Context: an optimization exercise on an open-source flow, tuned for small area and a short achievable clock period. The choices shown serve that exercise and are no tape-out recipe. Function was checked by simulation only, so behaviour that the tests miss may differ from the original. Power and IR drop assume default switching activity.

==> flow/flow/run.sh <==
#!/bin/bash
export SYNTH_ARGS="-noabc"
bash standard.sh > standard.log 2>&1
==> flow/standard.sh <==
#!/bin/bash
# synth_recipe.tcl (not shown) runs the flow's synth.tcl, then flattens the netlist and writes it again
# the make line also repeats each setting of config.mk as NAME=value (left out here)
make -C /OpenROAD-flow-scripts/flow DESIGN_CONFIG=/design/flow/config.mk WORK_HOME=/design/flow/orfs CLKGATE_MAP_FILE= SYNTH_SCRIPT=/design/flow/synth_recipe.tcl "${@:-finish}"
==> flow/config.mk <==
export PLATFORM = sky130hd
export DESIGN_NAME = fc_head
export DESIGN_NICKNAME = fc_head
export VERILOG_FILES = /design/flow/design.v
export SDC_FILE = /design/flow/constraint.sdc
export NUM_CORES = 4
export LEC_CHECK = 0
export ABC_AREA = 1
export CAP_MARGIN = 20
export CORE_MARGIN = 2
export CORE_UTILIZATION = 40
export CTS_CLUSTER_DIAMETER = 80
export CTS_CLUSTER_SIZE = 30
export SETUP_SLACK_MARGIN = 4.75
export SLEW_MARGIN = 20
==> flow/constraint.sdc <==
create_clock -name core_clock -period 8.0 [get_ports {clk}]
set_input_delay 1.6000 -clock core_clock [delete_from_list [all_inputs] [get_ports {clk}]]
set_output_delay 1.6000 -clock core_clock [all_outputs]
set_load 0.01 [all_outputs]
==> flow/design.v <==
`timescale 1ns / 1ps
module neuron #(
    parameter signed [15:0] BIAS = 0    
)(
    input clk,
    input [7:0] one,         
    input [7:0] two,         
    input [7:0] neg,         
    input x_nz,              
    input x_sign,            
    input [15:0] weight,     
    input clr,               
    input fin,               
    output reg [15:0] logit
);
    wire [31:0] ts, tc;
    mul_tree tree (.one(one), .two(two), .neg(neg), .w(weight), .ps(ts), .pc(tc));
    reg [31:0] ps, pc;
    reg psg;
    always @(posedge clk) begin
        ps <= ts;
        pc <= tc;
        psg <= x_nz && (|weight) && (x_sign ^ weight[15]);
    end
    reg [31:0] acc;
    reg [17:0] tot;
    wire [31:0] x3 = acc ^ ps ^ pc;
    wire [31:0] c3 = (acc & ps) | (acc & pc) | (ps & pc);
    wire [32:0] s;
    add_pfx #(.W(32)) add (.a(x3), .b({c3[30:0], 1'b0}), .s(s));
    wire ovf = (acc[31] == psg) && (s[31] != acc[31]);
    wire [31:0] r = ovf ? {acc[31], {31{~acc[31]}}} : s[31:0];
    always @(posedge clk) begin
        acc <= clr ? 32'd0 : r;
        tot <= r[31:14];
    end
    wire [18:0] u = {tot[17], tot} + {{3{BIAS[15]}}, BIAS};
    always @(posedge clk)
        if (fin)
            logit <= (u[18:15] == 4'b0000 || u[18:15] == 4'b1111) ? u[15:0] :
                     u[18] ? 16'h8000 : 16'h7FFF;
endmodule
module add_pfx #(
    parameter W = 32
)(
    input [W-1:0] a,
    input [W-1:0] b,
    output [W:0] s
);
    localparam L = $clog2(W);
    wire [W*(L+1)-1:0] G, P;
    assign G[W-1:0] = a & b;
    assign P[W-1:0] = a ^ b;
    genvar l, i;
    generate
        for (l = 0; l < L; l = l + 1) begin : pfx
            for (i = 0; i < W; i = i + 1) begin : bt
                if ((i >> l) & 1) begin : merge
                    localparam integer J = ((i >> l) << l) - 1;
                    assign G[W*(l+1)+i] = G[W*l+i] | (P[W*l+i] & G[W*l+J]);
                    assign P[W*(l+1)+i] = P[W*l+i] & P[W*l+J];
                end else begin : pass
                    assign G[W*(l+1)+i] = G[W*l+i];
                    assign P[W*(l+1)+i] = P[W*l+i];
                end
            end
        end
    endgenerate
    assign s = {G[W*L+W-1], P[W-1:0] ^ {G[W*L+W-2:W*L], 1'b0}};
endmodule
module mul_tree (
    input  [7:0] one,
    input  [7:0] two,
    input  [7:0] neg,
    input  [15:0] w,
    output [31:0] ps,
    output [31:0] pc
);
    wire pp0_0 = ((one[0] & w[0]) | (two[0] & 1'b0)) ^ neg[0];
    wire pp0_1 = ((one[0] & w[1]) | (two[0] & w[0])) ^ neg[0];
    wire pp0_2 = ((one[0] & w[2]) | (two[0] & w[1])) ^ neg[0];
    wire pp0_3 = ((one[0] & w[3]) | (two[0] & w[2])) ^ neg[0];
    wire pp0_4 = ((one[0] & w[4]) | (two[0] & w[3])) ^ neg[0];
    wire pp0_5 = ((one[0] & w[5]) | (two[0] & w[4])) ^ neg[0];
    wire pp0_6 = ((one[0] & w[6]) | (two[0] & w[5])) ^ neg[0];
    wire pp0_7 = ((one[0] & w[7]) | (two[0] & w[6])) ^ neg[0];
    wire pp0_8 = ((one[0] & w[8]) | (two[0] & w[7])) ^ neg[0];
    wire pp0_9 = ((one[0] & w[9]) | (two[0] & w[8])) ^ neg[0];
    wire pp0_10 = ((one[0] & w[10]) | (two[0] & w[9])) ^ neg[0];
    wire pp0_11 = ((one[0] & w[11]) | (two[0] & w[10])) ^ neg[0];
    wire pp0_12 = ((one[0] & w[12]) | (two[0] & w[11])) ^ neg[0];
    wire pp0_13 = ((one[0] & w[13]) | (two[0] & w[12])) ^ neg[0];
    wire pp0_14 = ((one[0] & w[14]) | (two[0] & w[13])) ^ neg[0];
    wire pp0_15 = ((one[0] & w[15]) | (two[0] & w[14])) ^ neg[0];
    wire pp0_16 = ~(((one[0] | two[0]) & w[15]) ^ neg[0]);
    wire pp1_0 = ((one[1] & w[0]) | (two[1] & 1'b0)) ^ neg[1];
    wire pp1_1 = ((one[1] & w[1]) | (two[1] & w[0])) ^ neg[1];
    wire pp1_2 = ((one[1] & w[2]) | (two[1] & w[1])) ^ neg[1];
    wire pp1_3 = ((one[1] & w[3]) | (two[1] & w[2])) ^ neg[1];
    wire pp1_4 = ((one[1] & w[4]) | (two[1] & w[3])) ^ neg[1];
    wire pp1_5 = ((one[1] & w[5]) | (two[1] & w[4])) ^ neg[1];
    wire pp1_6 = ((one[1] & w[6]) | (two[1] & w[5])) ^ neg[1];
    wire pp1_7 = ((one[1] & w[7]) | (two[1] & w[6])) ^ neg[1];
    wire pp1_8 = ((one[1] & w[8]) | (two[1] & w[7])) ^ neg[1];
    wire pp1_9 = ((one[1] & w[9]) | (two[1] & w[8])) ^ neg[1];
    wire pp1_10 = ((one[1] & w[10]) | (two[1] & w[9])) ^ neg[1];
    wire pp1_11 = ((one[1] & w[11]) | (two[1] & w[10])) ^ neg[1];
    wire pp1_12 = ((one[1] & w[12]) | (two[1] & w[11])) ^ neg[1];
    wire pp1_13 = ((one[1] & w[13]) | (two[1] & w[12])) ^ neg[1];
    wire pp1_14 = ((one[1] & w[14]) | (two[1] & w[13])) ^ neg[1];
    wire pp1_15 = ((one[1] & w[15]) | (two[1] & w[14])) ^ neg[1];
    wire pp1_16 = ~(((one[1] | two[1]) & w[15]) ^ neg[1]);
    wire pp2_0 = ((one[2] & w[0]) | (two[2] & 1'b0)) ^ neg[2];
    wire pp2_1 = ((one[2] & w[1]) | (two[2] & w[0])) ^ neg[2];
    wire pp2_2 = ((one[2] & w[2]) | (two[2] & w[1])) ^ neg[2];
    wire pp2_3 = ((one[2] & w[3]) | (two[2] & w[2])) ^ neg[2];
    wire pp2_4 = ((one[2] & w[4]) | (two[2] & w[3])) ^ neg[2];
    wire pp2_5 = ((one[2] & w[5]) | (two[2] & w[4])) ^ neg[2];
    wire pp2_6 = ((one[2] & w[6]) | (two[2] & w[5])) ^ neg[2];
    wire pp2_7 = ((one[2] & w[7]) | (two[2] & w[6])) ^ neg[2];
    wire pp2_8 = ((one[2] & w[8]) | (two[2] & w[7])) ^ neg[2];
    wire pp2_9 = ((one[2] & w[9]) | (two[2] & w[8])) ^ neg[2];
    wire pp2_10 = ((one[2] & w[10]) | (two[2] & w[9])) ^ neg[2];
    wire pp2_11 = ((one[2] & w[11]) | (two[2] & w[10])) ^ neg[2];
    wire pp2_12 = ((one[2] & w[12]) | (two[2] & w[11])) ^ neg[2];
    wire pp2_13 = ((one[2] & w[13]) | (two[2] & w[12])) ^ neg[2];
    wire pp2_14 = ((one[2] & w[14]) | (two[2] & w[13])) ^ neg[2];
    wire pp2_15 = ((one[2] & w[15]) | (two[2] & w[14])) ^ neg[2];
    wire pp2_16 = ~(((one[2] | two[2]) & w[15]) ^ neg[2]);
    wire pp3_0 = ((one[3] & w[0]) | (two[3] & 1'b0)) ^ neg[3];
    wire pp3_1 = ((one[3] & w[1]) | (two[3] & w[0])) ^ neg[3];
    wire pp3_2 = ((one[3] & w[2]) | (two[3] & w[1])) ^ neg[3];
    wire pp3_3 = ((one[3] & w[3]) | (two[3] & w[2])) ^ neg[3];
    wire pp3_4 = ((one[3] & w[4]) | (two[3] & w[3])) ^ neg[3];
    wire pp3_5 = ((one[3] & w[5]) | (two[3] & w[4])) ^ neg[3];
    wire pp3_6 = ((one[3] & w[6]) | (two[3] & w[5])) ^ neg[3];
    wire pp3_7 = ((one[3] & w[7]) | (two[3] & w[6])) ^ neg[3];
    wire pp3_8 = ((one[3] & w[8]) | (two[3] & w[7])) ^ neg[3];
    wire pp3_9 = ((one[3] & w[9]) | (two[3] & w[8])) ^ neg[3];
    wire pp3_10 = ((one[3] & w[10]) | (two[3] & w[9])) ^ neg[3];
    wire pp3_11 = ((one[3] & w[11]) | (two[3] & w[10])) ^ neg[3];
    wire pp3_12 = ((one[3] & w[12]) | (two[3] & w[11])) ^ neg[3];
    wire pp3_13 = ((one[3] & w[13]) | (two[3] & w[12])) ^ neg[3];
    wire pp3_14 = ((one[3] & w[14]) | (two[3] & w[13])) ^ neg[3];
    wire pp3_15 = ((one[3] & w[15]) | (two[3] & w[14])) ^ neg[3];
    wire pp3_16 = ~(((one[3] | two[3]) & w[15]) ^ neg[3]);
    wire pp4_0 = ((one[4] & w[0]) | (two[4] & 1'b0)) ^ neg[4];
    wire pp4_1 = ((one[4] & w[1]) | (two[4] & w[0])) ^ neg[4];
    wire pp4_2 = ((one[4] & w[2]) | (two[4] & w[1])) ^ neg[4];
    wire pp4_3 = ((one[4] & w[3]) | (two[4] & w[2])) ^ neg[4];
    wire pp4_4 = ((one[4] & w[4]) | (two[4] & w[3])) ^ neg[4];
    wire pp4_5 = ((one[4] & w[5]) | (two[4] & w[4])) ^ neg[4];
    wire pp4_6 = ((one[4] & w[6]) | (two[4] & w[5])) ^ neg[4];
    wire pp4_7 = ((one[4] & w[7]) | (two[4] & w[6])) ^ neg[4];
    wire pp4_8 = ((one[4] & w[8]) | (two[4] & w[7])) ^ neg[4];
    wire pp4_9 = ((one[4] & w[9]) | (two[4] & w[8])) ^ neg[4];
    wire pp4_10 = ((one[4] & w[10]) | (two[4] & w[9])) ^ neg[4];
    wire pp4_11 = ((one[4] & w[11]) | (two[4] & w[10])) ^ neg[4];
    wire pp4_12 = ((one[4] & w[12]) | (two[4] & w[11])) ^ neg[4];
    wire pp4_13 = ((one[4] & w[13]) | (two[4] & w[12])) ^ neg[4];
    wire pp4_14 = ((one[4] & w[14]) | (two[4] & w[13])) ^ neg[4];
    wire pp4_15 = ((one[4] & w[15]) | (two[4] & w[14])) ^ neg[4];
    wire pp4_16 = ~(((one[4] | two[4]) & w[15]) ^ neg[4]);
    wire pp5_0 = ((one[5] & w[0]) | (two[5] & 1'b0)) ^ neg[5];
    wire pp5_1 = ((one[5] & w[1]) | (two[5] & w[0])) ^ neg[5];
    wire pp5_2 = ((one[5] & w[2]) | (two[5] & w[1])) ^ neg[5];
    wire pp5_3 = ((one[5] & w[3]) | (two[5] & w[2])) ^ neg[5];
    wire pp5_4 = ((one[5] & w[4]) | (two[5] & w[3])) ^ neg[5];
    wire pp5_5 = ((one[5] & w[5]) | (two[5] & w[4])) ^ neg[5];
    wire pp5_6 = ((one[5] & w[6]) | (two[5] & w[5])) ^ neg[5];
    wire pp5_7 = ((one[5] & w[7]) | (two[5] & w[6])) ^ neg[5];
    wire pp5_8 = ((one[5] & w[8]) | (two[5] & w[7])) ^ neg[5];
    wire pp5_9 = ((one[5] & w[9]) | (two[5] & w[8])) ^ neg[5];
    wire pp5_10 = ((one[5] & w[10]) | (two[5] & w[9])) ^ neg[5];
    wire pp5_11 = ((one[5] & w[11]) | (two[5] & w[10])) ^ neg[5];
    wire pp5_12 = ((one[5] & w[12]) | (two[5] & w[11])) ^ neg[5];
    wire pp5_13 = ((one[5] & w[13]) | (two[5] & w[12])) ^ neg[5];
    wire pp5_14 = ((one[5] & w[14]) | (two[5] & w[13])) ^ neg[5];
    wire pp5_15 = ((one[5] & w[15]) | (two[5] & w[14])) ^ neg[5];
    wire pp5_16 = ~(((one[5] | two[5]) & w[15]) ^ neg[5]);
    wire pp6_0 = ((one[6] & w[0]) | (two[6] & 1'b0)) ^ neg[6];
    wire pp6_1 = ((one[6] & w[1]) | (two[6] & w[0])) ^ neg[6];
    wire pp6_2 = ((one[6] & w[2]) | (two[6] & w[1])) ^ neg[6];
    wire pp6_3 = ((one[6] & w[3]) | (two[6] & w[2])) ^ neg[6];
    wire pp6_4 = ((one[6] & w[4]) | (two[6] & w[3])) ^ neg[6];
    wire pp6_5 = ((one[6] & w[5]) | (two[6] & w[4])) ^ neg[6];
    wire pp6_6 = ((one[6] & w[6]) | (two[6] & w[5])) ^ neg[6];
    wire pp6_7 = ((one[6] & w[7]) | (two[6] & w[6])) ^ neg[6];
    wire pp6_8 = ((one[6] & w[8]) | (two[6] & w[7])) ^ neg[6];
    wire pp6_9 = ((one[6] & w[9]) | (two[6] & w[8])) ^ neg[6];
    wire pp6_10 = ((one[6] & w[10]) | (two[6] & w[9])) ^ neg[6];
    wire pp6_11 = ((one[6] & w[11]) | (two[6] & w[10])) ^ neg[6];
    wire pp6_12 = ((one[6] & w[12]) | (two[6] & w[11])) ^ neg[6];
    wire pp6_13 = ((one[6] & w[13]) | (two[6] & w[12])) ^ neg[6];
    wire pp6_14 = ((one[6] & w[14]) | (two[6] & w[13])) ^ neg[6];
    wire pp6_15 = ((one[6] & w[15]) | (two[6] & w[14])) ^ neg[6];
    wire pp6_16 = ~(((one[6] | two[6]) & w[15]) ^ neg[6]);
    wire pp7_0 = ((one[7] & w[0]) | (two[7] & 1'b0)) ^ neg[7];
    wire pp7_1 = ((one[7] & w[1]) | (two[7] & w[0])) ^ neg[7];
    wire pp7_2 = ((one[7] & w[2]) | (two[7] & w[1])) ^ neg[7];
    wire pp7_3 = ((one[7] & w[3]) | (two[7] & w[2])) ^ neg[7];
    wire pp7_4 = ((one[7] & w[4]) | (two[7] & w[3])) ^ neg[7];
    wire pp7_5 = ((one[7] & w[5]) | (two[7] & w[4])) ^ neg[7];
    wire pp7_6 = ((one[7] & w[6]) | (two[7] & w[5])) ^ neg[7];
    wire pp7_7 = ((one[7] & w[7]) | (two[7] & w[6])) ^ neg[7];
    wire pp7_8 = ((one[7] & w[8]) | (two[7] & w[7])) ^ neg[7];
    wire pp7_9 = ((one[7] & w[9]) | (two[7] & w[8])) ^ neg[7];
    wire pp7_10 = ((one[7] & w[10]) | (two[7] & w[9])) ^ neg[7];
    wire pp7_11 = ((one[7] & w[11]) | (two[7] & w[10])) ^ neg[7];
    wire pp7_12 = ((one[7] & w[12]) | (two[7] & w[11])) ^ neg[7];
    wire pp7_13 = ((one[7] & w[13]) | (two[7] & w[12])) ^ neg[7];
    wire pp7_14 = ((one[7] & w[14]) | (two[7] & w[13])) ^ neg[7];
    wire pp7_15 = ((one[7] & w[15]) | (two[7] & w[14])) ^ neg[7];
    wire pp7_16 = ~(((one[7] | two[7]) & w[15]) ^ neg[7]);
    wire hs0 = neg[5] ^ pp0_10;
    wire hc0 = neg[5] & pp0_10;
    wire hs1 = pp0_11 ^ pp1_9;
    wire hc1 = pp0_11 & pp1_9;
    wire fs0 = neg[6] ^ pp0_12 ^ pp1_10;
    wire fc0 = (neg[6] & pp0_12) | (neg[6] & pp1_10) | (pp0_12 & pp1_10);
    wire hs2 = pp2_8 ^ pp3_6;
    wire hc2 = pp2_8 & pp3_6;
    wire fs1 = pp0_13 ^ pp1_11 ^ pp2_9;
    wire fc1 = (pp0_13 & pp1_11) | (pp0_13 & pp2_9) | (pp1_11 & pp2_9);
    wire hs3 = pp3_7 ^ pp4_5;
    wire hc3 = pp3_7 & pp4_5;
    wire fs2 = neg[7] ^ pp0_14 ^ pp1_12;
    wire fc2 = (neg[7] & pp0_14) | (neg[7] & pp1_12) | (pp0_14 & pp1_12);
    wire fs3 = pp2_10 ^ pp3_8 ^ pp4_6;
    wire fc3 = (pp2_10 & pp3_8) | (pp2_10 & pp4_6) | (pp3_8 & pp4_6);
    wire hs4 = pp5_4 ^ pp6_2;
    wire hc4 = pp5_4 & pp6_2;
    wire fs4 = pp0_15 ^ pp1_13 ^ pp2_11;
    wire fc4 = (pp0_15 & pp1_13) | (pp0_15 & pp2_11) | (pp1_13 & pp2_11);
    wire fs5 = pp3_9 ^ pp4_7 ^ pp5_5;
    wire fc5 = (pp3_9 & pp4_7) | (pp3_9 & pp5_5) | (pp4_7 & pp5_5);
    wire hs5 = pp6_3 ^ pp7_1;
    wire hc5 = pp6_3 & pp7_1;
    wire fs6 = 1'b1 ^ pp0_16 ^ pp1_14;
    wire fc6 = (1'b1 & pp0_16) | (1'b1 & pp1_14) | (pp0_16 & pp1_14);
    wire fs7 = pp2_12 ^ pp3_10 ^ pp4_8;
    wire fc7 = (pp2_12 & pp3_10) | (pp2_12 & pp4_8) | (pp3_10 & pp4_8);
    wire fs8 = pp5_6 ^ pp6_4 ^ pp7_2;
    wire fc8 = (pp5_6 & pp6_4) | (pp5_6 & pp7_2) | (pp6_4 & pp7_2);
    wire fs9 = 1'b1 ^ pp1_15 ^ pp2_13;
    wire fc9 = (1'b1 & pp1_15) | (1'b1 & pp2_13) | (pp1_15 & pp2_13);
    wire fs10 = pp3_11 ^ pp4_9 ^ pp5_7;
    wire fc10 = (pp3_11 & pp4_9) | (pp3_11 & pp5_7) | (pp4_9 & pp5_7);
    wire hs6 = pp6_5 ^ pp7_3;
    wire hc6 = pp6_5 & pp7_3;
    wire fs11 = pp1_16 ^ pp2_14 ^ pp3_12;
    wire fc11 = (pp1_16 & pp2_14) | (pp1_16 & pp3_12) | (pp2_14 & pp3_12);
    wire fs12 = pp4_10 ^ pp5_8 ^ pp6_6;
    wire fc12 = (pp4_10 & pp5_8) | (pp4_10 & pp6_6) | (pp5_8 & pp6_6);
    wire fs13 = 1'b1 ^ pp2_15 ^ pp3_13;
    wire fc13 = (1'b1 & pp2_15) | (1'b1 & pp3_13) | (pp2_15 & pp3_13);
    wire hs7 = pp4_11 ^ pp5_9;
    wire hc7 = pp4_11 & pp5_9;
    wire fs14 = pp2_16 ^ pp3_14 ^ pp4_12;
    wire fc14 = (pp2_16 & pp3_14) | (pp2_16 & pp4_12) | (pp3_14 & pp4_12);
    wire hs8 = 1'b1 ^ pp3_15;
    wire hc8 = 1'b1 & pp3_15;
    wire hs9 = neg[3] ^ pp0_6;
    wire hc9 = neg[3] & pp0_6;
    wire hs10 = pp0_7 ^ pp1_5;
    wire hc10 = pp0_7 & pp1_5;
    wire fs15 = neg[4] ^ pp0_8 ^ pp1_6;
    wire fc15 = (neg[4] & pp0_8) | (neg[4] & pp1_6) | (pp0_8 & pp1_6);
    wire hs11 = pp2_4 ^ pp3_2;
    wire hc11 = pp2_4 & pp3_2;
    wire fs16 = pp0_9 ^ pp1_7 ^ pp2_5;
    wire fc16 = (pp0_9 & pp1_7) | (pp0_9 & pp2_5) | (pp1_7 & pp2_5);
    wire hs12 = pp3_3 ^ pp4_1;
    wire hc12 = pp3_3 & pp4_1;
    wire fs17 = pp1_8 ^ pp2_6 ^ pp3_4;
    wire fc17 = (pp1_8 & pp2_6) | (pp1_8 & pp3_4) | (pp2_6 & pp3_4);
    wire fs18 = pp4_2 ^ pp5_0 ^ hs0;
    wire fc18 = (pp4_2 & pp5_0) | (pp4_2 & hs0) | (pp5_0 & hs0);
    wire fs19 = pp2_7 ^ pp3_5 ^ pp4_3;
    wire fc19 = (pp2_7 & pp3_5) | (pp2_7 & pp4_3) | (pp3_5 & pp4_3);
    wire fs20 = pp5_1 ^ hc0 ^ hs1;
    wire fc20 = (pp5_1 & hc0) | (pp5_1 & hs1) | (hc0 & hs1);
    wire fs21 = pp4_4 ^ pp5_2 ^ pp6_0;
    wire fc21 = (pp4_4 & pp5_2) | (pp4_4 & pp6_0) | (pp5_2 & pp6_0);
    wire fs22 = hc1 ^ hs2 ^ fs0;
    wire fc22 = (hc1 & hs2) | (hc1 & fs0) | (hs2 & fs0);
    wire fs23 = pp5_3 ^ pp6_1 ^ hc2;
    wire fc23 = (pp5_3 & pp6_1) | (pp5_3 & hc2) | (pp6_1 & hc2);
    wire fs24 = hs3 ^ fc0 ^ fs1;
    wire fc24 = (hs3 & fc0) | (hs3 & fs1) | (fc0 & fs1);
    wire fs25 = pp7_0 ^ hc3 ^ hs4;
    wire fc25 = (pp7_0 & hc3) | (pp7_0 & hs4) | (hc3 & hs4);
    wire fs26 = fc1 ^ fs2 ^ fs3;
    wire fc26 = (fc1 & fs2) | (fc1 & fs3) | (fs2 & fs3);
    wire fs27 = hc4 ^ hs5 ^ fc2;
    wire fc27 = (hc4 & hs5) | (hc4 & fc2) | (hs5 & fc2);
    wire fs28 = fc3 ^ fs4 ^ fs5;
    wire fc28 = (fc3 & fs4) | (fc3 & fs5) | (fs4 & fs5);
    wire fs29 = hc5 ^ fc4 ^ fc5;
    wire fc29 = (hc5 & fc4) | (hc5 & fc5) | (fc4 & fc5);
    wire fs30 = fs6 ^ fs7 ^ fs8;
    wire fc30 = (fs6 & fs7) | (fs6 & fs8) | (fs7 & fs8);
    wire fs31 = hs6 ^ fc6 ^ fc7;
    wire fc31 = (hs6 & fc6) | (hs6 & fc7) | (fc6 & fc7);
    wire fs32 = fc8 ^ fs10 ^ fs9;
    wire fc32 = (fc8 & fs10) | (fc8 & fs9) | (fs10 & fs9);
    wire fs33 = pp7_4 ^ hc6 ^ fc10;
    wire fc33 = (pp7_4 & hc6) | (pp7_4 & fc10) | (hc6 & fc10);
    wire fs34 = fc9 ^ fs11 ^ fs12;
    wire fc34 = (fc9 & fs11) | (fc9 & fs12) | (fs11 & fs12);
    wire fs35 = pp6_7 ^ pp7_5 ^ hs7;
    wire fc35 = (pp6_7 & pp7_5) | (pp6_7 & hs7) | (pp7_5 & hs7);
    wire fs36 = fc11 ^ fc12 ^ fs13;
    wire fc36 = (fc11 & fc12) | (fc11 & fs13) | (fc12 & fs13);
    wire fs37 = pp5_10 ^ pp6_8 ^ pp7_6;
    wire fc37 = (pp5_10 & pp6_8) | (pp5_10 & pp7_6) | (pp6_8 & pp7_6);
    wire fs38 = hc7 ^ fc13 ^ fs14;
    wire fc38 = (hc7 & fc13) | (hc7 & fs14) | (fc13 & fs14);
    wire fs39 = pp4_13 ^ pp5_11 ^ pp6_9;
    wire fc39 = (pp4_13 & pp5_11) | (pp4_13 & pp6_9) | (pp5_11 & pp6_9);
    wire fs40 = pp7_7 ^ hs8 ^ fc14;
    wire fc40 = (pp7_7 & hs8) | (pp7_7 & fc14) | (hs8 & fc14);
    wire fs41 = pp3_16 ^ pp4_14 ^ pp5_12;
    wire fc41 = (pp3_16 & pp4_14) | (pp3_16 & pp5_12) | (pp4_14 & pp5_12);
    wire fs42 = pp6_10 ^ pp7_8 ^ hc8;
    wire fc42 = (pp6_10 & pp7_8) | (pp6_10 & hc8) | (pp7_8 & hc8);
    wire fs43 = 1'b1 ^ pp4_15 ^ pp5_13;
    wire fc43 = (1'b1 & pp4_15) | (1'b1 & pp5_13) | (pp4_15 & pp5_13);
    wire hs13 = pp6_11 ^ pp7_9;
    wire hc13 = pp6_11 & pp7_9;
    wire fs44 = pp4_16 ^ pp5_14 ^ pp6_12;
    wire fc44 = (pp4_16 & pp5_14) | (pp4_16 & pp6_12) | (pp5_14 & pp6_12);
    wire hs14 = 1'b1 ^ pp5_15;
    wire hc14 = 1'b1 & pp5_15;
    wire hs15 = neg[2] ^ pp0_4;
    wire hc15 = neg[2] & pp0_4;
    wire hs16 = pp0_5 ^ pp1_3;
    wire hc16 = pp0_5 & pp1_3;
    wire fs45 = pp1_4 ^ pp2_2 ^ pp3_0;
    wire fc45 = (pp1_4 & pp2_2) | (pp1_4 & pp3_0) | (pp2_2 & pp3_0);
    wire fs46 = pp2_3 ^ pp3_1 ^ hc9;
    wire fc46 = (pp2_3 & pp3_1) | (pp2_3 & hc9) | (pp3_1 & hc9);
    wire fs47 = pp4_0 ^ hc10 ^ hs11;
    wire fc47 = (pp4_0 & hc10) | (pp4_0 & hs11) | (hc10 & hs11);
    wire fs48 = hc11 ^ hs12 ^ fc15;
    wire fc48 = (hc11 & hs12) | (hc11 & fc15) | (hs12 & fc15);
    wire fs49 = hc12 ^ fc16 ^ fs17;
    wire fc49 = (hc12 & fc16) | (hc12 & fs17) | (fc16 & fs17);
    wire fs50 = fc17 ^ fs19 ^ fc18;
    wire fc50 = (fc17 & fs19) | (fc17 & fc18) | (fs19 & fc18);
    wire fs51 = fc19 ^ fs21 ^ fc20;
    wire fc51 = (fc19 & fs21) | (fc19 & fc20) | (fs21 & fc20);
    wire fs52 = fc21 ^ fs23 ^ fc22;
    wire fc52 = (fc21 & fs23) | (fc21 & fc22) | (fs23 & fc22);
    wire fs53 = fc23 ^ fs25 ^ fc24;
    wire fc53 = (fc23 & fs25) | (fc23 & fc24) | (fs25 & fc24);
    wire fs54 = fc25 ^ fc26 ^ fs27;
    wire fc54 = (fc25 & fc26) | (fc25 & fs27) | (fc26 & fs27);
    wire fs55 = fc27 ^ fc28 ^ fs29;
    wire fc55 = (fc27 & fc28) | (fc27 & fs29) | (fc28 & fs29);
    wire fs56 = fc29 ^ fc30 ^ fs31;
    wire fc56 = (fc29 & fc30) | (fc29 & fs31) | (fc30 & fs31);
    wire fs57 = fc31 ^ fc32 ^ fs33;
    wire fc57 = (fc31 & fc32) | (fc31 & fs33) | (fc32 & fs33);
    wire fs58 = fs35 ^ fc33 ^ fc34;
    wire fc58 = (fs35 & fc33) | (fs35 & fc34) | (fc33 & fc34);
    wire fs59 = fs37 ^ fc35 ^ fc36;
    wire fc59 = (fs37 & fc35) | (fs37 & fc36) | (fc35 & fc36);
    wire fs60 = fc37 ^ fs39 ^ fc38;
    wire fc60 = (fc37 & fs39) | (fc37 & fc38) | (fs39 & fc38);
    wire fs61 = fc39 ^ fs41 ^ fs42;
    wire fc61 = (fc39 & fs41) | (fc39 & fs42) | (fs41 & fs42);
    wire fs62 = hs13 ^ fc41 ^ fs43;
    wire fc62 = (hs13 & fc41) | (hs13 & fs43) | (fc41 & fs43);
    wire fs63 = pp7_10 ^ hc13 ^ fc43;
    wire fc63 = (pp7_10 & hc13) | (pp7_10 & fc43) | (hc13 & fc43);
    wire fs64 = pp6_13 ^ pp7_11 ^ hs14;
    wire fc64 = (pp6_13 & pp7_11) | (pp6_13 & hs14) | (pp7_11 & hs14);
    wire fs65 = pp5_16 ^ pp6_14 ^ pp7_12;
    wire fc65 = (pp5_16 & pp6_14) | (pp5_16 & pp7_12) | (pp6_14 & pp7_12);
    wire hs17 = 1'b1 ^ pp6_15;
    wire hc17 = 1'b1 & pp6_15;
    wire hs18 = neg[1] ^ pp0_2;
    wire hc18 = neg[1] & pp0_2;
    wire hs19 = pp0_3 ^ pp1_1;
    wire hc19 = pp0_3 & pp1_1;
    wire fs66 = pp1_2 ^ pp2_0 ^ hs15;
    wire fc66 = (pp1_2 & pp2_0) | (pp1_2 & hs15) | (pp2_0 & hs15);
    wire fs67 = pp2_1 ^ hc15 ^ hs16;
    wire fc67 = (pp2_1 & hc15) | (pp2_1 & hs16) | (hc15 & hs16);
    wire fs68 = hc16 ^ hs9 ^ fs45;
    wire fc68 = (hc16 & hs9) | (hc16 & fs45) | (hs9 & fs45);
    wire fs69 = hs10 ^ fc45 ^ fs46;
    wire fc69 = (hs10 & fc45) | (hs10 & fs46) | (fc45 & fs46);
    wire fs70 = fs15 ^ fc46 ^ fs47;
    wire fc70 = (fs15 & fc46) | (fs15 & fs47) | (fc46 & fs47);
    wire fs71 = fs16 ^ fc47 ^ fs48;
    wire fc71 = (fs16 & fc47) | (fs16 & fs48) | (fc47 & fs48);
    wire fs72 = fs18 ^ fc48 ^ fs49;
    wire fc72 = (fs18 & fc48) | (fs18 & fs49) | (fc48 & fs49);
    wire fs73 = fs20 ^ fc49 ^ fs50;
    wire fc73 = (fs20 & fc49) | (fs20 & fs50) | (fc49 & fs50);
    wire fs74 = fs22 ^ fc50 ^ fs51;
    wire fc74 = (fs22 & fc50) | (fs22 & fs51) | (fc50 & fs51);
    wire fs75 = fs24 ^ fc51 ^ fs52;
    wire fc75 = (fs24 & fc51) | (fs24 & fs52) | (fc51 & fs52);
    wire fs76 = fs26 ^ fc52 ^ fs53;
    wire fc76 = (fs26 & fc52) | (fs26 & fs53) | (fc52 & fs53);
    wire fs77 = fs28 ^ fc53 ^ fs54;
    wire fc77 = (fs28 & fc53) | (fs28 & fs54) | (fc53 & fs54);
    wire fs78 = fs30 ^ fc54 ^ fs55;
    wire fc78 = (fs30 & fc54) | (fs30 & fs55) | (fc54 & fs55);
    wire fs79 = fs32 ^ fc55 ^ fs56;
    wire fc79 = (fs32 & fc55) | (fs32 & fs56) | (fc55 & fs56);
    wire fs80 = fs34 ^ fc56 ^ fs57;
    wire fc80 = (fs34 & fc56) | (fs34 & fs57) | (fc56 & fs57);
    wire fs81 = fs36 ^ fc57 ^ fs58;
    wire fc81 = (fs36 & fc57) | (fs36 & fs58) | (fc57 & fs58);
    wire fs82 = fs38 ^ fc58 ^ fs59;
    wire fc82 = (fs38 & fc58) | (fs38 & fs59) | (fc58 & fs59);
    wire fs83 = fs40 ^ fc59 ^ fs60;
    wire fc83 = (fs40 & fc59) | (fs40 & fs60) | (fc59 & fs60);
    wire fs84 = fc40 ^ fs61 ^ fc60;
    wire fc84 = (fc40 & fs61) | (fc40 & fc60) | (fs61 & fc60);
    wire fs85 = fc42 ^ fs62 ^ fc61;
    wire fc85 = (fc42 & fs62) | (fc42 & fc61) | (fs62 & fc61);
    wire fs86 = fs44 ^ fc62 ^ fs63;
    wire fc86 = (fs44 & fc62) | (fs44 & fs63) | (fc62 & fs63);
    wire fs87 = fc44 ^ fs64 ^ fc63;
    wire fc87 = (fc44 & fs64) | (fc44 & fc63) | (fs64 & fc63);
    wire fs88 = hc14 ^ fs65 ^ fc64;
    wire fc88 = (hc14 & fs65) | (hc14 & fc64) | (fs65 & fc64);
    wire fs89 = pp7_13 ^ hs17 ^ fc65;
    wire fc89 = (pp7_13 & hs17) | (pp7_13 & fc65) | (hs17 & fc65);
    wire fs90 = pp6_16 ^ pp7_14 ^ hc17;
    wire fc90 = (pp6_16 & pp7_14) | (pp6_16 & hc17) | (pp7_14 & hc17);
    wire hs20 = 1'b1 ^ pp7_15;
    wire hc20 = 1'b1 & pp7_15;
    assign ps[0] = neg[0];
    assign pc[0] = pp0_0;
    assign ps[1] = pp0_1;
    assign pc[1] = 1'b0;
    assign ps[2] = pp1_0;
    assign pc[2] = hs18;
    assign ps[3] = hc18;
    assign pc[3] = hs19;
    assign ps[4] = hc19;
    assign pc[4] = fs66;
    assign ps[5] = fc66;
    assign pc[5] = fs67;
    assign ps[6] = fc67;
    assign pc[6] = fs68;
    assign ps[7] = fc68;
    assign pc[7] = fs69;
    assign ps[8] = fc69;
    assign pc[8] = fs70;
    assign ps[9] = fc70;
    assign pc[9] = fs71;
    assign ps[10] = fc71;
    assign pc[10] = fs72;
    assign ps[11] = fc72;
    assign pc[11] = fs73;
    assign ps[12] = fc73;
    assign pc[12] = fs74;
    assign ps[13] = fc74;
    assign pc[13] = fs75;
    assign ps[14] = fc75;
    assign pc[14] = fs76;
    assign ps[15] = fc76;
    assign pc[15] = fs77;
    assign ps[16] = fc77;
    assign pc[16] = fs78;
    assign ps[17] = fc78;
    assign pc[17] = fs79;
    assign ps[18] = fc79;
    assign pc[18] = fs80;
    assign ps[19] = fc80;
    assign pc[19] = fs81;
    assign ps[20] = fc81;
    assign pc[20] = fs82;
    assign ps[21] = fc82;
    assign pc[21] = fs83;
    assign ps[22] = fc83;
    assign pc[22] = fs84;
    assign ps[23] = fs85;
    assign pc[23] = fc84;
    assign ps[24] = fs86;
    assign pc[24] = fc85;
    assign ps[25] = fc86;
    assign pc[25] = fs87;
    assign ps[26] = fs88;
    assign pc[26] = fc87;
    assign ps[27] = fs89;
    assign pc[27] = fc88;
    assign ps[28] = fs90;
    assign pc[28] = fc89;
    assign ps[29] = hs20;
    assign pc[29] = fc90;
    assign ps[30] = pp7_16;
    assign pc[30] = hc20;
    assign ps[31] = 1'b1;
    assign pc[31] = 1'b0;
endmodule
`timescale 1ns / 1ps
module Softmax (
    input clk,
    input rst,
    input [63:0] in,           
    input in_valid,            
    output reg [63:0] out,
    output reg valid,
    output [7:0] led_control
);
    function [15:0] exp_lut;
        input [3:0] idx;
        begin
            case (idx)
                4'd0:  exp_lut = 16'h0800;
                4'd1:  exp_lut = 16'h09D0;
                4'd2:  exp_lut = 16'h0C20;
                4'd3:  exp_lut = 16'h0F80;
                4'd4:  exp_lut = 16'h1480;
                4'd5:  exp_lut = 16'h1C80;
                4'd6:  exp_lut = 16'h2A00;
                4'd7:  exp_lut = 16'h4000;
                4'd8:  exp_lut = 16'h6800;
                4'd9:  exp_lut = 16'hAC00;
                4'd10: exp_lut = 16'h1280;
                4'd11: exp_lut = 16'h1F80;
                4'd12: exp_lut = 16'h2C00;
                4'd13: exp_lut = 16'h4C00;
                4'd14: exp_lut = 16'h8000;
                default: exp_lut = 16'hD800;
            endcase
        end
    endfunction
    function [3:0] rank;
        input [3:0] idx;
        begin
            case (idx)
                4'd0:  rank = 4'd0;
                4'd1:  rank = 4'd1;
                4'd2:  rank = 4'd2;
                4'd3:  rank = 4'd3;
                4'd4:  rank = 4'd5;
                4'd5:  rank = 4'd6;
                4'd6:  rank = 4'd8;
                4'd7:  rank = 4'd10;
                4'd8:  rank = 4'd12;
                4'd9:  rank = 4'd14;
                4'd10: rank = 4'd4;
                4'd11: rank = 4'd7;
                4'd12: rank = 4'd9;
                4'd13: rank = 4'd11;
                4'd14: rank = 4'd13;
                default: rank = 4'd15;
            endcase
        end
    endfunction
    wire [3:0] i0 = {~in[15], in[14:12]};
    wire [3:0] i1 = {~in[31], in[30:28]};
    wire [3:0] i2 = {~in[47], in[46:44]};
    wire [3:0] i3 = {~in[63], in[62:60]};
    wire [15:0] e0 = exp_lut(i0);
    wire [15:0] e1 = exp_lut(i1);
    wire [15:0] e2 = exp_lut(i2);
    wire [15:0] e3 = exp_lut(i3);
    reg [12:0] p01, p23;
    wire [12:0] p01_next, p23_next;
    wire [13:0] sum;
    add_pfx #(.W(12)) add01 (.a(e0[15:4]), .b(e1[15:4]), .s(p01_next));
    add_pfx #(.W(12)) add23 (.a(e2[15:4]), .b(e3[15:4]), .s(p23_next));
    add_pfx #(.W(13)) add4 (.a(p01), .b(p23), .s(sum));
    wire [3:0] s = sum[13:10];
    wire [2:0] sh = (s == 4'b0000) ? 3'd4 :
                    (s[3:1] == 3'b001) ? 3'd3 :
                    (s[3:2] == 2'b01) ? 3'd2 :
                    s[3] ? 3'd1 : 3'd0;
    wire [3:0] r0 = rank(i0);
    wire [3:0] r1 = rank(i1);
    wire [3:0] r2 = rank(i2);
    wire [3:0] r3 = rank(i3);
    wire [3:0] m01 = (r1 > r0) ? r1 : r0;
    wire c01 = r1 > r0;
    wire [3:0] m23 = (r3 > r2) ? r3 : r2;
    wire c23 = r3 > r2;
    wire hi = m23 > m01;     
    wire [1:0] cls = hi ? {1'b1, c23} : {1'b0, c01};
    reg [3:0] led;
    assign led_control = {4'b0000, led};
    reg valid_d;
    wire [15:0] n0 = e0 >> sh;
    wire [15:0] n1 = e1 >> sh;
    wire [15:0] n2 = e2 >> sh;
    wire [15:0] n3 = e3 >> sh;
    always @(posedge clk) begin
        p01 <= p01_next;
        p23 <= p23_next;
        valid_d <= !rst && in_valid;
        out <= {1'b0, n3[14:0], 1'b0, n2[14:0], 1'b0, n1[14:0], 1'b0, n0[14:0]};
        led <= 4'b0001 << cls;
        valid <= !rst && valid_d;
    end
endmodule
`timescale 1ns / 1ps
module fc_head #(
    parameter DATA_WIDTH = 16,
    parameter NUM_INPUTS = 1024,
    parameter NUM_OUTPUTS = 4
)(
    input clk,
    input rst,
    input [DATA_WIDTH-1:0] myinput,
    input [DATA_WIDTH*NUM_OUTPUTS-1:0] myweights,
    input myinputValid,
    output [DATA_WIDTH*NUM_OUTPUTS-1:0] softmax_out,
    output softmax_valid,
    output [7:0] led_control,
    output [DATA_WIDTH*NUM_OUTPUTS-1:0] logits
);
    reg [9:0] input_count;
    reg [63:0] weights;
    reg last0, last1, fin, clr, logit_valid;
    reg [7:0] b_one, b_two, b_neg;
    reg [7:0] b_one_n, b_two_n, b_neg_n;
    reg x_nz, x_sign;
    wire take = myinputValid && !rst;
    wire [16:0] xe = {myinput, 1'b0};
    wire [7:0] e_one, e_two, e_neg;
    genvar i;
    generate
        for (i = 0; i < 8; i = i + 1) begin : booth
            assign e_one[i] = xe[2*i+1] ^ xe[2*i];
            assign e_two[i] = (xe[2*i+2] & ~xe[2*i+1] & ~xe[2*i]) | (~xe[2*i+2] & xe[2*i+1] & xe[2*i]);
            assign e_neg[i] = xe[2*i+2];
        end
    endgenerate
    always @(posedge clk) begin
        b_one <= take ? e_one : 8'd0;
        b_two <= take ? e_two : 8'd0;
        b_neg <= take ? e_neg : 8'd0;
        b_one_n <= ~(take ? e_one : 8'd0);
        b_two_n <= ~(take ? e_two : 8'd0);
        b_neg_n <= ~(take ? e_neg : 8'd0);
        x_nz <= take && (|myinput);
        x_sign <= myinput[15];
        weights <= myweights;
        clr <= rst || last0;
        if (rst) begin
            input_count <= 0;
            last0 <= 0;
            last1 <= 0;
            fin <= 0;
            logit_valid <= 0;
        end else begin
            if (myinputValid)
                input_count <= input_count + 1;
            last0 <= myinputValid && (input_count == NUM_INPUTS-1);
            last1 <= last0;
            fin <= last1;
            logit_valid <= fin;
        end
    end
    localparam [63:0] BIASES = {16'h003C, 16'h0001, 16'hFFD1, 16'h0006};
    generate
        for (i = 0; i < NUM_OUTPUTS; i = i + 1) begin : output_layer
            neuron #(
                .BIAS(BIASES[(i+1)*DATA_WIDTH-1 -: DATA_WIDTH])
            ) neuron_output (
                .clk(clk),
                .one(i < 2 ? b_one : ~b_one_n),
                .two(i < 2 ? b_two : ~b_two_n),
                .neg(i < 2 ? b_neg : ~b_neg_n),
                .x_nz(x_nz),
                .x_sign(x_sign),
                .weight(weights[(i+1)*DATA_WIDTH-1 -: DATA_WIDTH]),
                .clr(clr),
                .fin(fin),
                .logit(logits[(i+1)*DATA_WIDTH-1 -: DATA_WIDTH])
            );
        end
    endgenerate
    Softmax softmax_inst (
        .clk(clk),
        .rst(rst),
        .in(logits),
        .in_valid(logit_valid),
        .out(softmax_out),
        .valid(softmax_valid),
        .led_control(led_control)
    );
endmodule
==> flow_metrics.env, run 1 <==
export IMPL_routed_via_density=5.36
export IMPL_synth_area_leaders="dfxtp_1, fa_1, xor2_1, ha_1, nand2_1"
export IMPL_cts_tree="built"
export IMPL_ys_types=55
export IMPL_dpl_cell_count=7046
export IMPL_hold_buffers=0
export IMPL_chipWidth_um=356
export IMPL_grt_max_degree=72
export IMPL_cts_made_buffers=43
export IMPL_synth_cells=5453
export IMPL_dp_slack_ns=4.25
export IMPL_cp_required_ns=8.53
export IMPL_io_pins=220
export IMPL_fin_nets=6421
export IMPL_crit_chain="clkinvlp_2, o22ai_1, xor2_1, fa_1, fa_1, fa_1, fa_1"
export IMPL_core_rowCount=129
export IMPL_grt_pass1_vias=38384
export IMPL_die_height_um=356
export IMPL_root_buffer="clkbuf_16"
export IMPL_crit_buf_inv=1
export IMPL_outcome="finished clean"
export IMPL_layout_setup_ws_ns=4.79
export IMPL_crit_path_start_kind="flop"
export IMPL_slew_violations=0
export IMPL_place_area_um2=52900
export IMPL_fin_crit_sh_pct=40.1
export IMPL_finalNonFillerCells=7258
export IMPL_yosys_area_top_type="dfxtp_1"
export IMPL_cts_buffer_depth=3
export IMPL_synth_edff_count=64
export IMPL_finalWorstPathRequiredPeriod_ns=3.21
export IMPL_synth_top_area_share_pct=26.9
export IMPL_clk_latency_ns=0.67
export IMPL_crit_path_end_kind="flop"
export IMPL_path_delay_family="adder cells"
export IMPL_drc=0
export IMPL_gp_congestion=0.885
export IMPL_clkSlewWorstSetupHoldPaths_ns=0.11
export IMPL_start_util_pct=40.2
export IMPL_rsz0062_at_grt="true"
export IMPL_leakage_nw=27.1
export IMPL_fin_tns_setup_ns=0
export IMPL_area_growth_pct=13.9
export IMPL_vias=38873
export IMPL_drt_iter0_drc=3219
export IMPL_design_area_um2=56500
export IMPL_coreArea_um2=123000
export IMPL_port_buffers=211
export IMPL_ys_ff_latch=731
export IMPL_arrival_ns=3.74
export IMPL_hold_slack_ns=0.407
export IMPL_wl_per_cell_um=19.0
export IMPL_drt_total_wl_um=138000
export IMPL_yosysSeqAreaShare_pct=30.8
export IMPL_syn_area_per_cell_um2=9.09
export IMPL_synthTopCellsByCount="nand2_1, xor2_1, dfxtp_1"
export IMPL_hold_violations=0
export IMPL_syn_area_um2=49600
export IMPL_finClkSkew_ns=0.0337
export IMPL_path_common_cell="fa_1"
export IMPL_antenna_left=0
export IMPL_synthFlopType="dfxtp_1"
export IMPL_ir_drop_uv=223
export IMPL_dp_hpwl_um=96100
export IMPL_slowest_stage="fa_1"
export IMPL_setup_viol=0
export IMPL_final_layout_size_suffix_gt1_share_pct=8.97
export IMPL_path_max_fanout=5
export IMPL_slew_headroom_pct=25.1
export IMPL_max_freq_mhz=312
export IMPL_worstHoldPathType="flop to flop"
export IMPL_yosysMostFrequentCell="nand2_1"
export IMPL_slowest_delay_ns=0.54
export IMPL_crit_type="flop to flop"
export IMPL_tightest_slew_ns=1.12
export IMPL_clock_sinks=731
export IMPL_track_usage_pct=21.2
export IMPL_fp_dieArea_um2=127000
export IMPL_p_per_area_nw_per_um2=367
export IMPL_synth_warnings=6
export IMPL_first_pass_iters=6
export IMPL_htreeDepth=2
export IMPL_async_reset_ff_share_pct=0
export IMPL_grt_pass1_wl_um=215000
export IMPL_antenna_found_initial=3
export IMPL_overflow=0
export IMPL_maxCapViolations=0
export IMPL_num_antenna_cells=0
[area by class of cell]
cell class,instances,area (um^2)
fillers,11796,66900
multi-input cells,3885,31400
flip-flops and latches,731,15400
repair buffers,396,3790
inverters,523,2180
well taps,1637,2050
clock buffers,47,1130
clock inverters,31,480
repair inverters,8,42.5
[cells by family (layout without fill, tap and decap cells)]
kind of cell,count (synthesis),count (layout),share of synthesized area [%]
adder cells (fa/ha/maj),750,750,26.4
XOR/XNOR,711,711,12.6
AO/OA/AOI/OAI,895,895,10.6
buffers and inverters,845,1005,6.62
other,1,8,0.00757
AND/OR/NAND/NOR,1520,1521,13.0
flip-flops,731,731,30.8
[through the flow]
stage / util, % / total power, mW
2_1_floorplan: - / 14.3
3_3_place_gp: 42.9 / 16.8
3_5_place_dp: 42.9 / 17.0
4_1_cts: 44.8 / 20.0
5_1_grt: 45.8 / 22.8
6_report: 45.8 / 20.7
[flip-flops by register name (all words and copies together) (netlist names), 4 cells and up]
register / cells
output_layer.neuron_output.psg: 4
output_layer.neuron_output.acc: 128
weights: 64
b_two_n: 8
softmax_inst.p01: 13
softmax_inst.p23: 13
b_neg_n: 8
b_two: 8
input_count: 10
softmax_inst.led: 4
b_one_n: 8
softmax_inst.out: 60
b_one: 8
output_layer.neuron_output.tot: 72
output_layer.neuron_output.pc: 120
output_layer.neuron_output.ps: 122
output_layer.neuron_output.logit: 64
b_neg: 8
[path summary, 6_finish.rpt]
path	startpoint	end	slack, ns	cells after the start
hold / removal	last1	fin	0.41	2
setup / recovery	weights[28]	output_layer[1].neuron_output.pc[15]	4.79	7
hold reg to reg	last1	fin	0.41	2
setup reg to reg	weights[28]	output_layer[1].neuron_output.pc[15]	4.79	7
[report_power, final]
part | internal, mW | switching (mW)
logic | 4.97 | 7.63
clock network | 1.15 | 1.50
registers | 4.85 | 0.630
total | 11.0 | 9.76
[cells in the final DEF (no fill, tap or decap), types with 180 or more instances in the layout]
| cell type | count |
|---|---|
| dfxtp_1 | 624 |
| xor2_1 | 673 |
| fa_1 | 486 |
| nor2_1 | 204 |
| ha_1 | 254 |
| a21oi_1 | 259 |
| o22ai_1 | 475 |
| clkdlybuf4s50_1 | 180 |
| nand3_1 | 347 |
| nand2_1 | 833 |
| inv_1 | 431 |
[per-layer routing]
metal | GRT usage, % | vias up | wire (um)
met2 | 33.0 | 1635 | 60900
li1 | - | 18156 | -
met3 | 3.27 | 318 | 10400
met5 | 0 | - | 0
met1 | 29.6 | 18764 | 61400
met4 | 7.81 | 0 | 5270
[worst reg2reg max path, delay by kind of cell, from the launching register on]
kind                     cells  cell delay, ns
adder cells (fa/ha/maj)      4            1.85
flip-flops                   1            0.45
AO/OA/AOI/OAI                1            0.26
XOR/XNOR                     1            0.20
buffers and inverters        1            0.31
[what timing repair did]
item,4_1_cts,5_1_grt
setup buffers,49,70
gates resized for setup,171,155
gates cloned,1,14
pin swaps,0,25
endpoints found under the setup margin,319,325
==> run 2: changes to the inputs <==
--- a/flow/config.mk
+++ b/flow/config.mk
@@ -11,5 +11,5 @@
 export CORE_UTILIZATION = 40
 export CTS_CLUSTER_DIAMETER = 80
 export CTS_CLUSTER_SIZE = 30
-export SETUP_SLACK_MARGIN = 4.75
+export SETUP_SLACK_MARGIN = 4.95
 export SLEW_MARGIN = 20
==> flow_metrics.env, run 2 <==
export IMPL_yosys_area_top_type="dfxtp_1"
export IMPL_slowest_delay_ns=0.55
export IMPL_ys_types=55
export IMPL_synth_edff_count=64
export IMPL_crit_chain="clkinvlp_4, buf_4, o22ai_2, xor2_2, fa_2, fa_2, fa_2, fa_2"
export IMPL_track_usage_pct=22.0
export IMPL_largest_register="output_layer.neuron_output.acc"
export IMPL_rsz0062_at_grt="true"
export IMPL_final_cell_mix="nand2_1, xor2_1, dfxtp_1, fa_1, o22ai_1"
export IMPL_fin_crit_sh_pct=39.5
export IMPL_path_delay_family="adder cells"
export IMPL_chipWidth_um=356
export IMPL_leakage_nw=28.5
export IMPL_yosysSeqAreaShare_pct=30.8
export IMPL_syn_area_per_cell_um2=9.09
export IMPL_rrSetupSlack_ns=4.84
export IMPL_slew_violations=0
export IMPL_routed_via_density=5.41
export IMPL_cts_made_buffers=45
export IMPL_coreArea_um2=123000
export IMPL_cp_required_ns=8.52
export IMPL_core_rowCount=129
export IMPL_worstHoldPathType="flop to flop"
export IMPL_clock_sinks=731
export IMPL_synth_top_area_share_pct=26.9
export IMPL_syn_area_um2=49600
export IMPL_p_switching_mw=10.5
export IMPL_gp_congestion=0.870
export IMPL_die_height_um=356
export IMPL_clockPowerShare_pct=12.5
export IMPL_synth_area_leaders="dfxtp_1, fa_1, xor2_1, ha_1, nand2_1"
export IMPL_pwr_share_seq_pct=24.5
export IMPL_fp_dieArea_um2=127000
export IMPL_largest_reg_flops=128
export IMPL_overflow=0
export IMPL_ir_drop_uv=246
export IMPL_final_layout_size_suffix_gt1_share_pct=15.7
export IMPL_arrival_ns=3.68
export IMPL_dpl_cell_count=7046
export IMPL_grt_max_degree=74
export IMPL_tightest_slew_ns=1.08
export IMPL_wl_per_cell_um=19.8
export IMPL_grt_pass1_vias=39365
export IMPL_slowest_stage="fa_2"
export IMPL_synth_cells=5453
export IMPL_drt_total_wl_um=146000
export IMPL_synthTopCellsByCount="nand2_1, xor2_1, dfxtp_1"
export IMPL_num_antenna_cells=0
export IMPL_ys_ff_latch=731
export IMPL_p_per_area_nw_per_um2=374
export IMPL_finalWorstPathRequiredPeriod_ns=3.16
export IMPL_crit_buf_inv=2
export IMPL_start_util_pct=40.2
export IMPL_fin_tns_setup_ns=0
export IMPL_fin_nets=6537
export IMPL_power_internal_mw=11.9
export IMPL_drt_iter0_drc=3472
export IMPL_antenna_found_initial=1
export IMPL_clkSlewWorstSetupHoldPaths_ns=0.10
export IMPL_synthFlopType="dfxtp_1"
export IMPL_hold_buffers=0
export IMPL_setup_viol=0
export IMPL_grt_pass1_wl_um=222000
export IMPL_antenna_left=0
export IMPL_async_reset_ff_share_pct=0
export IMPL_largestRegisters="output_layer.neuron_output.acc (128), output_layer.neuron_output.ps (122), output_layer.neuron_output.pc (120)"
export IMPL_crit_path_start_kind="flop"
export IMPL_dp_slack_ns=3.96
export IMPL_htreeDepth=2
export IMPL_layout_setup_ws_ns=4.84
export IMPL_finalNonFillerCells=7376
export IMPL_layout_commonest_cell="nand2_1"
export IMPL_vias=39939
export IMPL_path_common_cell="fa_2"
export IMPL_dp_hpwl_um=95600
export IMPL_cts_tree="built"
export IMPL_path_max_fanout=6
export IMPL_max_freq_mhz=316
export IMPL_totalPowerFinal_mw=22.4
export IMPL_area_growth_pct=20.5
export IMPL_yosysMostFrequentCell="nand2_1"
export IMPL_drc=0
export IMPL_crit_path_end_kind="flop"
export IMPL_hold_violations=0
export IMPL_first_pass_iters=6
export IMPL_synth_warnings=6
export IMPL_p_sw_share_pct=47.0
export IMPL_outcome="finished clean"
export IMPL_finClkSkew_ns=0.0392
export IMPL_io_pins=220
export IMPL_cts_buffer_depth=3
export IMPL_fill_cells=11366
export IMPL_slew_headroom_pct=28.1
export IMPL_crit_type="flop to flop"
export IMPL_port_buffers=211
export IMPL_clk_latency_ns=0.67
export IMPL_root_buffer="clkbuf_16"
export IMPL_maxCapViolations=0
export IMPL_combPwrFrac_pct=63.0
[run 2: cell counts after synthesis]
Identical to the previous run, type by type.
[run 2: cell families after synthesis]
group / share of synthesized area (%)
AND/OR/NAND/NOR: 13.0
AO/OA/AOI/OAI: 10.6
buffers and inverters: 6.62
adder cells (fa/ha/maj): 26.4
flip-flops: 30.8
XOR/XNOR: 12.6
other: 0.00757
[run 2: worst paths after layout]
kind	start	endpoint	depth (start not counted)
max	weights[28]	output_layer[1].neuron_output.pc[17]	8
min reg2reg	last1	fin	2
min	last1	fin	2
max reg2reg	weights[28]	output_layer[1].neuron_output.pc[17]	8
[run 2: power groups by stage]
| stage | combinational, mW | sequential (mW) | clock, mW |
|---|---|---|---|
| finish | 14.1 | 5.48 | 2.79 |
| global route | 15.8 | 5.61 | 3.01 |
| CTS | 12.1 | 5.50 | 2.89 |
| detailed placement | 11.5 | 5.57 | 0 |
| global placement | 11.3 | 5.55 | 0 |
| floorplan | 8.88 | 5.39 | 0 |
[run 2: per-stage QoR]
| step | area [um^2] | util (%) | hold WS, ns |
|---|---|---|---|
| 3_3_place_gp | 52900 | 42.9 | 0.399 |
| 6_report | 59700 | 48.4 | 0.390 |
| 3_5_place_dp | 52900 | 42.9 | 0.395 |
| 4_1_cts | 57300 | 46.5 | 0.398 |
| 5_1_grt | 59700 | 48.4 | 0.404 |
| 2_1_floorplan | 49700 | - | 0.329 |
[run 2: worst reg2reg max path, delay by kind of cell (launching register included)]
family,cells,cell delay (ns)
XOR/XNOR,1,0.19
AO/OA/AOI/OAI,1,0.19
buffers and inverters,2,0.38
adder cells (fa/ha/maj),4,1.88
flip-flops,1,0.39
[run 2: layout make-up]
class / instances / area (um^2) / share of cell area, %
Tap cell: 1637 / 2050 / 3.43
Timing Repair inverter: 8 / 60.1 / 0.101
Timing Repair Buffer: 509 / 5390 / 9.03
Inverter: 523 / 2300 / 3.86
Sequential cell: 731 / 15500 / 25.9
Multi-Input combinational cell: 3886 / 32700 / 54.8
Clock inverter: 31 / 552 / 0.924
Clock buffer: 51 / 1210 / 2.03
[run 2: layer usage]
metal | global-route usage (%) | wire [um]
met1 | 30.0 | 62800
met2 | 33.9 | 64000
met3 | 4.33 | 12700
met4 | 9.55 | 6520
met5 | 0 | 0
[run 2: what timing repair did]
| action | in CTS | in global routing |
|---|---|---|
| pin swaps | 39 | 96 |
| gates cloned | 26 | 15 |
| endpoints found under the setup margin | 501 | 357 |
| buffers inserted | 133 | 74 |
| resized for setup | 585 | 358 |
==> run 3: changes to the inputs <==
--- a/flow/config.mk
+++ b/flow/config.mk
@@ -11,5 +11,5 @@
 export CORE_UTILIZATION = 40
 export CTS_CLUSTER_DIAMETER = 80
 export CTS_CLUSTER_SIZE = 30
-export SETUP_SLACK_MARGIN = 4.95
+export SETUP_SLACK_MARGIN = 4.85
 export SLEW_MARGIN = 20
==> flow_metrics.env, run 3 <==
export IMPL_outcome="finished clean"
export IMPL_vias=39025
export IMPL_cts_made_buffers=48
export IMPL_ys_types=55
export IMPL_path_common_cell="fa_1"
export IMPL_yosysMostFrequentCell="nand2_1"
export IMPL_grt_pass1_vias=38656
export IMPL_drc=0
export IMPL_routed_via_density=5.35
export IMPL_drt_iter0_drc=3419
export IMPL_syn_area_per_cell_um2=9.09
export IMPL_cts_tree="built"
export IMPL_setup_viol=0
export IMPL_worstHoldPathType="flop to flop"
export IMPL_min_to="fin"
export IMPL_hold_buffers=0
export IMPL_slew_violations=0
export IMPL_async_reset_ff_share_pct=0
export IMPL_start_util_pct=40.2
export IMPL_rrSetupSlack_ns=4.86
export IMPL_antenna_found_initial=1
export IMPL_cts_buffer_depth=3
export IMPL_drt_total_wl_um=140000
export IMPL_synth_top_area_share_pct=26.9
export IMPL_slew_headroom_pct=34.0
export IMPL_multiInputGateArea_um2=31900
export IMPL_fp_dieArea_um2=127000
export IMPL_totalPowerFinal_mw=21.4
export IMPL_crit_chain="clkinvlp_4, buf_4, o22ai_1, xor2_1, ha_1, inv_1, fa_2, fa_1, fa_1"
export IMPL_track_usage_pct=21.3
export IMPL_clock_sinks=731
export IMPL_fin_crit_sh_pct=39.3
export IMPL_gp_congestion=0.885
export IMPL_port_buffers=211
export IMPL_arrival_ns=3.69
export IMPL_first_pass_iters=6
export IMPL_reg2reg_depth=9
export IMPL_critical_path_depth=9
export IMPL_area_sequential_um2=15400
export IMPL_fin_tns_setup_ns=0
export IMPL_fill_cells=11667
export IMPL_largest_reg_flops=128
export IMPL_r2r_start="weights[31]"
export IMPL_final_layout_size_suffix_gt1_share_pct=11.6
export IMPL_core_rowCount=129
export IMPL_grt_pass1_wl_um=216000
export IMPL_synth_edff_count=64
export IMPL_chipWidth_um=356
export IMPL_dp_hpwl_um=96200
export IMPL_overflow=0
export IMPL_wl_per_cell_um=19.2
export IMPL_largest_register="output_layer.neuron_output.acc"
export IMPL_fin_nets=6455
export IMPL_area_growth_pct=16.3
export IMPL_antenna_left=0
export IMPL_maxCapViolations=0
export IMPL_grt_max_degree=66
export IMPL_htreeDepth=2
export IMPL_cp_required_ns=8.54
export IMPL_synthFlopType="dfxtp_1"
export IMPL_path_delay_family="adder cells"
export IMPL_clkSlewWorstSetupHoldPaths_ns=0.10
export IMPL_finClkSkew_ns=0.0419
export IMPL_ys_ff_latch=731
export IMPL_clk_latency_ns=0.69
export IMPL_slowest_stage="dfxtp_2"
export IMPL_synth_area_leaders="dfxtp_1, fa_1, xor2_1, ha_1, nand2_1"
export IMPL_crit_start="weights[31]"
export IMPL_timing_hold_worst_path_depth=2
export IMPL_synthTopCellsByCount="nand2_1, xor2_1, dfxtp_1"
export IMPL_crit_type="flop to flop"
export IMPL_crit_path_start_kind="flop"
export IMPL_p_per_area_nw_per_um2=371
export IMPL_layout_commonest_cell="nand2_1"
export IMPL_leakage_nw=27.7
export IMPL_largestRegisters="output_layer.neuron_output.acc (128), output_layer.neuron_output.ps (122), output_layer.neuron_output.pc (120)"
export IMPL_root_buffer="clkbuf_16"
export IMPL_path_max_fanout=11
export IMPL_syn_area_um2=49600
export IMPL_coreArea_um2=123000
export IMPL_max_freq_mhz=318
export IMPL_crit_buf_inv=3
export IMPL_synth_warnings=6
export IMPL_final_cell_mix="nand2_1, xor2_1, dfxtp_1, fa_1, o22ai_1"
export IMPL_tightest_slew_ns=0.991
export IMPL_yosys_area_top_type="dfxtp_1"
export IMPL_io_pins=220
export IMPL_ir_drop_uv=236
export IMPL_min_from="last1"
export IMPL_finalWorstPathRequiredPeriod_ns=3.14
export IMPL_synth_cells=5453
export IMPL_reg2reg_to="output_layer[1].neuron_output.pc[19]"
export IMPL_slowest_delay_ns=0.56
export IMPL_hold_violations=0
export IMPL_rsz0062_at_grt="true"
export IMPL_crit_path_end_kind="flop"
export IMPL_yosysSeqAreaShare_pct=30.8
export IMPL_die_height_um=356
## run 3: cells by family (layout without fill, tap and decap cells)
kind of cell / count (synthesis) / count (layout) / synth area share [%]
AND/OR/NAND/NOR: 1520 / 1521 / 13.0
AO/OA/AOI/OAI: 895 / 895 / 10.6
other: 1 / 9 / 0.00757
buffers and inverters: 845 / 1046 / 6.62
adder cells (fa/ha/maj): 750 / 750 / 26.4
XOR/XNOR: 711 / 711 / 12.6
flip-flops: 731 / 731 / 30.8
## run 3: tightest hold or removal path, stage by stage (launching register included)
cell	delay (ns)
dfxtp_1	0.31
inv_1	0.04
nor2_1	0.03
## run 3: how the worst max path moves through the flow
stage | endpoint | slack (ns)
after floorplan | output_layer[0].neuron_output.pc[14] | 4.86
after CTS | output_layer[1].neuron_output.pc[17] | 4.85
after detailed placement | output_layer[3].neuron_output.acc[10] | 4.29
final | output_layer[1].neuron_output.pc[19] | 4.86
after global routing | softmax_inst.led[0] | 4.77
after global placement | output_layer[3].neuron_output.acc[5] | 3.90
## run 3: layout make-up
class / count / area share (%)
Clock inverter: 36 / 0.949
Timing Repair inverter: 11 / 0.135
Multi-Input combinational cell: 3885 / 55.4
Inverter: 523 / 3.89
Tap cell: 1637 / 3.55
Sequential cell: 731 / 26.7
Timing Repair Buffer: 422 / 7.17
Clock buffer: 54 / 2.16
Antenna cell: 1 / 0.00434
## run 3: timing repair
item / CTS / global route
hold endpoints to repair: 0 / 0
setup buffers: 92 / 48
gates resized for setup: 352 / 287
pin swaps: 4 / 62
cloned: 9 / 13
endpoints found under the setup margin: 473 / 346
## run 3: metrics by stage
stage | hold slack (ns) | area [um^2] | worst slack, ns | instances | util, %
after floorplan | 0.329 | 49600 | 4.86 | 5460 | -
after global placement | 0.384 | 52900 | 3.90 | 7046 | 42.9
after detailed placement | 0.393 | 52900 | 4.29 | 7047 | 42.9
after CTS | 0.409 | 55900 | 4.85 | 7238 | 45.4
after global routing | 0.424 | 57600 | 4.77 | 7299 | 46.7
final | 0.406 | 57600 | 4.86 | 7300 | 46.7
## run 3: per-layer routing
metal / GRT usage (%) / vias up / wire, um
li1: - / 18223 / -
met1: 29.6 / 18766 / 62400
met2: 32.9 / 1680 / 61600
met3: 3.69 / 356 / 10500
met4: 8.41 / 0 / 5870
met5: 0 / - / 0
## run 3: power by group
part           leakage (nW)  total, mW  switching [mW]  internal (mW)
Combinational          20.6       13.1            7.85           5.21
Clock                 0.846       2.82            1.55           1.27
Sequential             6.16       5.49           0.634           4.85
Total                  27.7       21.4            10.0           11.3

-- port drivers added, routing unchanged --
The results above use ideal ports. As a check the final layouts listed here were re-extracted and re-timed, cells and wires unchanged. Step 1: set_driving_cell puts a clkbuf_16 on clk and a buf_2 on each other input, an assumption about the parent block. Step 2 moves the port delays by t, midway between the first and last clock arrival at a register: inputs arrive t later, outputs are due t later. That takes back most of the time a late clock gives input paths. a / b / c = no drivers / after step 1 / after step 2; a / b = the first two.
| run | shift t [ns] | setup WS [ns] | worst setup path at the end | clock arrival spread, ns | cell pins on the clock port's net |
|---|---|---|---|---|---|
| run 1 | 0.728 | 4.790 / 4.738 / 4.217 | input to register | 0.036 / 0.037 | 1 |
| run 2 | 0.728 | 4.839 / 4.839 / 4.430 | input to register | 0.043 / 0.043 | 1 |
| run 3 | 0.742 | 4.855 / 4.839 / 4.364 | input to register | 0.051 / 0.051 | 1 |
After both steps every run listed still meets setup and hold. For run 1, which loses most, drivers alone change the setup slack by -0.052 ns; drivers and shift together by -0.573 ns.
